Background: an optimization exercise with open tools, aiming at small area. Do not read the settings as production practice.
RTL that was checked went through simulation tests only; none was proved equivalent to the original.
Power and IR drop assume default switching activity.

v6:
## channel_avg
module channel_avg #(
  parameter NCH            = 16,
  parameter OUTCH_WIDTH    = 16,
  parameter INTERNAL_WIDTH = 32,
  parameter INDATA_WIDTH   = 256,
  parameter OUTDATA_WIDTH  = 256
) (
  input                          RESET,
  input                          CLK,
  input      [7:0]               CONFIG,
  input                          TRIG,
  input      [INDATA_WIDTH-1:0]  INDATA_Q,
  output reg                     OUTVALID,
  output     [OUTDATA_WIDTH-1:0] OUTDATA_Q
);
For scale: ~520 I/O pins.
==> module channel_avg, before the edit <==
module channel_avg #(
  parameter NCH            = 16,
  parameter OUTCH_WIDTH    = 16,
  parameter INTERNAL_WIDTH = 32,
  parameter INDATA_WIDTH   = 256,
  parameter OUTDATA_WIDTH  = 256
) (
  input                          RESET,
  input                          CLK,
  input      [7:0]               CONFIG,
  input                          TRIG,
  input      [INDATA_WIDTH-1:0]  INDATA_Q,
  output reg                     OUTVALID,
  output     [OUTDATA_WIDTH-1:0] OUTDATA_Q
);
  localparam AW = 31;
  localparam TB = 20;
  reg trig_prev;
  reg trig_prev1;
  reg trig_prev2;
  wire trig_synced = (trig_prev2 == 1'b0) && (trig_prev1 == 1'b1);
  wire [3:0] avg_n = CONFIG[3:0];
  wire [3:0] sh   = avg_n;
  wire [3:0] sh_n = ~avg_n;
  reg  [15:0] j;
  wire [15:0] j_now = trig_synced ? ({12'd0, CONFIG[7:4]} + 16'd1) : j;
  wire        wrap  = j_now[avg_n];
  wire [15:0] j_nxt = wrap ? 16'd1 : j_now + 16'd1;
  wire trig_synced_nxt = trig_prev & ~trig_prev1;
  wire load_nxt = trig_synced_nxt ? (CONFIG[7:4] == 4'd0) : (j_nxt == 16'd1);
  reg  load;
  genvar g, b;
  generate
    for (g = 0; g < NCH; g = g + 1) begin : ch
      wire [15:0]   x = INDATA_Q[16*g +: 16];
      wire          sg = x[15];
      reg  [AW-1:0] acc;
      wire [AW-1:0] a = acc & {AW{~load}};
      wire [AW-1:0] s;
      wire [TB:1]   c;
      ca_fbit0 ub (.a(a[0]), .x(x[0]), .s(s[0]), .co(c[1]));
      for (b = 1; b < TB; b = b + 1) begin : lo
        ca_fbit u (.a(a[b]), .x((b < 16) ? x[b] : sg), .ci(c[b]), .s(s[b]), .co(c[b+1]));
      end
      wire          e = c[TB] ^ sg;
      wire          e_n = ~e;
      wire [AW:TB+1] p;
      ca_hfirst uh (.a(a[TB]), .sg(sg), .e(e), .s(s[TB]), .p_out(p[TB+1]));
      for (b = TB + 1; b < AW; b = b + 1) begin : hi
        if ((b - TB) % 2 == 1) begin : odd
          ca_hodd u (.a(a[b]), .sg(sg), .e(e), .p_in(p[b]), .s(s[b]), .p_out(p[b+1]));
        end else begin : even
          ca_heven u (.a(a[b]), .sg(sg), .e_n(e_n), .p_in_n(p[b]), .s(s[b]), .p_out(p[b+1]));
        end
      end
      always @(posedge CLK) acc <= s;
      wire [22:0] u3;
      wire [18:0] u2;
      wire [16:0] u1;
      wire [15:0] u0;
      for (b = 0; b < 23; b = b + 1) begin : m3
        ca_sel u (.sn(sh_n[3]), .hi(acc[b+8]), .s(sh[3]), .lo(acc[b]), .y(u3[b]));
      end
      for (b = 0; b < 19; b = b + 1) begin : m2
        ca_sel u (.sn(sh_n[2]), .hi(u3[b+4]), .s(sh[2]), .lo(u3[b]), .y(u2[b]));
      end
      for (b = 0; b < 17; b = b + 1) begin : m1
        ca_sel u (.sn(sh_n[1]), .hi(u2[b+2]), .s(sh[1]), .lo(u2[b]), .y(u1[b]));
      end
      for (b = 0; b < 16; b = b + 1) begin : m0
        ca_sel u (.sn(sh_n[0]), .hi(u1[b+1]), .s(sh[0]), .lo(u1[b]), .y(u0[b]));
      end
      assign OUTDATA_Q[OUTCH_WIDTH*g +: OUTCH_WIDTH] = u0;
    end
  endgenerate
  always @(posedge CLK or posedge RESET) begin
    if (RESET) begin
      trig_prev  <= 1'b0;
      trig_prev1 <= 1'b0;
      trig_prev2 <= 1'b0;
    end else begin
      trig_prev  <= TRIG;
      trig_prev1 <= trig_prev;
      trig_prev2 <= trig_prev1;
    end
  end
  always @(posedge CLK or posedge RESET) begin
    if (RESET) begin
      OUTVALID <= 1'b0;
      j        <= 16'd0;
      load     <= 1'b0;
    end else begin
      OUTVALID <= wrap;
      j        <= j_nxt;
      load     <= load_nxt;
    end
  end
endmodule
==> flow/config.mk <==
export PLATFORM = sky130hd
export DESIGN_NAME = channel_avg
export DESIGN_NICKNAME = channel_avg
export VERILOG_FILES = /design/flow/design.v
export SDC_FILE = /design/flow/constraint.sdc
export NUM_CORES = 4
export LEC_CHECK = 0
export CAP_MARGIN = 20
export CORE_MARGIN = 2
export CORE_UTILIZATION = 60
export CTS_BUF_LIST = sky130_fd_sc_hd__clkbuf_4
export CTS_CLUSTER_DIAMETER = 50
export CTS_CLUSTER_SIZE = 8
export PLACE_DENSITY = 0.75
export SLEW_MARGIN = 20
export SYNTH_HIERARCHICAL = 1
==> flow/constraint.sdc <==
create_clock -name core_clock -period 10.0 [get_ports {CLK}]
set_input_delay 2.0000 -clock core_clock [delete_from_list [all_inputs] [get_ports {CLK}]]
set_output_delay 2.0000 -clock core_clock [all_outputs]
set_load 0.01 [all_outputs]
standard.sh (not shown) runs the stock make flow with config.mk's settings and CLKGATE_MAP_FILE= SYNTH_SCRIPT=/design/flow/synth_recipe.tcl, a recipe that flattens the netlist after the stock synthesis.
==> flow/flow/run.sh <==
#!/bin/bash
set -e
cp standard.sh standard_sh.copy.log
export BUFFER_PORTS_ARGS="-buffer_cell sky130_fd_sc_hd__buf_1"
bash standard.sh > standard.log 2>&1
### v6 -> v7
-- flow/design.v --
<<< v6, line 16
);
  localparam AW = 31;
  localparam TB = 20;
  reg trig_prev;
  reg trig_prev1;
>>> v7, line 16
);
  localparam AW = 31;
  localparam TB = 16;
  reg trig_prev;
  reg trig_prev1;
<<< v6, line 25
  wire [3:0] sh_n = ~avg_n;
  reg  [15:0] j;
  wire [15:0] j_now = trig_synced ? ({12'd0, CONFIG[7:4]} + 16'd1) : j;
  wire        wrap  = j_now[avg_n];
  wire [15:0] j_nxt = wrap ? 16'd1 : j_now + 16'd1;
  wire trig_synced_nxt = trig_prev & ~trig_prev1;
  wire load_nxt = trig_synced_nxt ? (CONFIG[7:4] == 4'd0) : (j_nxt == 16'd1);
  reg  load;
  genvar g, b;
>>> v7, line 25
  wire [3:0] sh_n = ~avg_n;
  reg  [15:0] j;
  wire [4:0]  cfg1 = {1'b0, CONFIG[7:4]} + 5'd1;
  wire [4:0]  cfg2 = {1'b0, CONFIG[7:4]} + 5'd2;
  wire [15:0] cfg1_w = {11'd0, cfg1};
  wire        wrap  = trig_synced ? cfg1_w[avg_n] : j[avg_n];
  wire [15:0] j_inc = j + 16'd1;
  wire [15:0] j_nxt = wrap ? 16'd1 : (trig_synced ? {11'd0, cfg2} : j_inc);
  wire trig_synced_nxt = trig_prev & ~trig_prev1;
  wire load_nxt = trig_synced_nxt ? (CONFIG[7:4] == 4'd0)
                                  : (wrap | (~trig_synced & (j == 16'd0)));
  reg  load;
  genvar g, b;
<<< v6, line 46
      wire          e = c[TB] ^ sg;
      wire          e_n = ~e;
      wire [AW:TB+1] p;
      ca_hfirst uh (.a(a[TB]), .sg(sg), .e(e), .s(s[TB]), .p_out(p[TB+1]));
      for (b = TB + 1; b < AW; b = b + 1) begin : hi
        if ((b - TB) % 2 == 1) begin : odd
          ca_hodd u (.a(a[b]), .sg(sg), .e(e), .p_in(p[b]), .s(s[b]), .p_out(p[b+1]));
>>> v7, line 50
      wire          e = c[TB] ^ sg;
      wire          e_n = ~e;
      wire [AW-1:TB+1] p;
      ca_hfirst uh (.a(a[TB]), .sg(sg), .e(e), .s(s[TB]), .p_out(p[TB+1]));
      for (b = TB + 1; b < AW - 1; b = b + 1) begin : hi
        if ((b - TB) % 2 == 1) begin : odd
          ca_hodd u (.a(a[b]), .sg(sg), .e(e), .p_in(p[b]), .s(s[b]), .p_out(p[b+1]));
<<< v6, line 54
          ca_heven u (.a(a[b]), .sg(sg), .e_n(e_n), .p_in_n(p[b]), .s(s[b]), .p_out(p[b+1]));
        end
      end
      always @(posedge CLK) acc <= s;
>>> v7, line 58
          ca_heven u (.a(a[b]), .sg(sg), .e_n(e_n), .p_in_n(p[b]), .s(s[b]), .p_out(p[b+1]));
        end
      end
      if ((AW - 1 - TB) % 2 == 1) begin : last_odd
        ca_hlast_odd ul (.a(a[AW-1]), .e(e), .p_in(p[AW-1]), .s(s[AW-1]));
      end else begin : last_even
        ca_hlast_even ul (.a(a[AW-1]), .e_n(e_n), .p_in_n(p[AW-1]), .s(s[AW-1]));
      end
      always @(posedge CLK) acc <= s;
<<< v6, line 118
  assign s     = a ^ ~(e_n | p_in_n);
endmodule
module ca_sel (input sn, input hi, input s, input lo, output y);
  assign y = ~((sn | hi) & (s | lo));
>>> v7, line 127
  assign s     = a ^ ~(e_n | p_in_n);
endmodule
module ca_hlast_odd (input a, input e, input p_in, output s);
  assign s = a ^ (e & p_in);
endmodule
module ca_hlast_even (input a, input e_n, input p_in_n, output s);
  assign s = a ^ ~(e_n | p_in_n);
endmodule
module ca_sel (input sn, input hi, input s, input lo, output y);
  assign y = ~((sn | hi) & (s | lo));
Results
Share of cell area taken by multi-input logic gates, v6 and v7: smaller value in v7
Re area occupied by multi-input gates: v6 and v7 aren't equal, and the higher value belongs to v6.
Slew at the pin closest to its max-slew limit on v7 is down relative to v6.
Looking only at proportion of power drawn by combinational gates, and setting everything else aside, the higher value of v6 and v7 goes to v6.
v7 vs. v6: cell count after placement went up, first-pass GRT wire length went up.
Against v6, wire length in v7 rose slightly.
Of the two values seen for endpoint of the worst setup timing path, ch[14].acc[22] was produced by v7 and ch[3].acc[28] by v6.
v7: cell count is about 4% higher than what v6 reported.
Register-to-register slack in v7 vs v6: up 1090 ps
The final layout from v7, which completed every stage, passed the timing, DRC and antenna checks at the end of the flow.
Function not checked in v6: the RTL went through the layout flow alone.

[separate check: timing with driven ports]
How much do the figures lean on ideal ports? The routed layouts below were timed once more, with nothing changed but the port constraints.
Step 1 assumes that a clkbuf_16 drives the clock port and a buf_2 every other input.
Step 2 adds t to the input delays and takes it off the output delays; t is the mean of the earliest and latest rising clock arrival at the registers after step 1. Input paths then give back, and output paths get back, about the clock's delay inside the block.
Slacks: ideal ports / drivers / drivers and shift; pairs: ideal ports / drivers.
run	t, ns	setup slack, ns	worst setup path at the end	latest minus earliest clock arrival (ns)	worst data-port slew with drivers (ns)
v6	0.899	0.263 / 0.294 / -0.605	input to register	0.059 / 0.059	0.11
v7	0.883	1.490 / 1.490 / 0.789	input to register	0.045 / 0.045	0.15
Met with ideal ports but missed after step 2: setup timing in v6. The setup slack of v6, which loses most, moves by +0.031 ns with the drivers and by -0.868 ns with both steps.
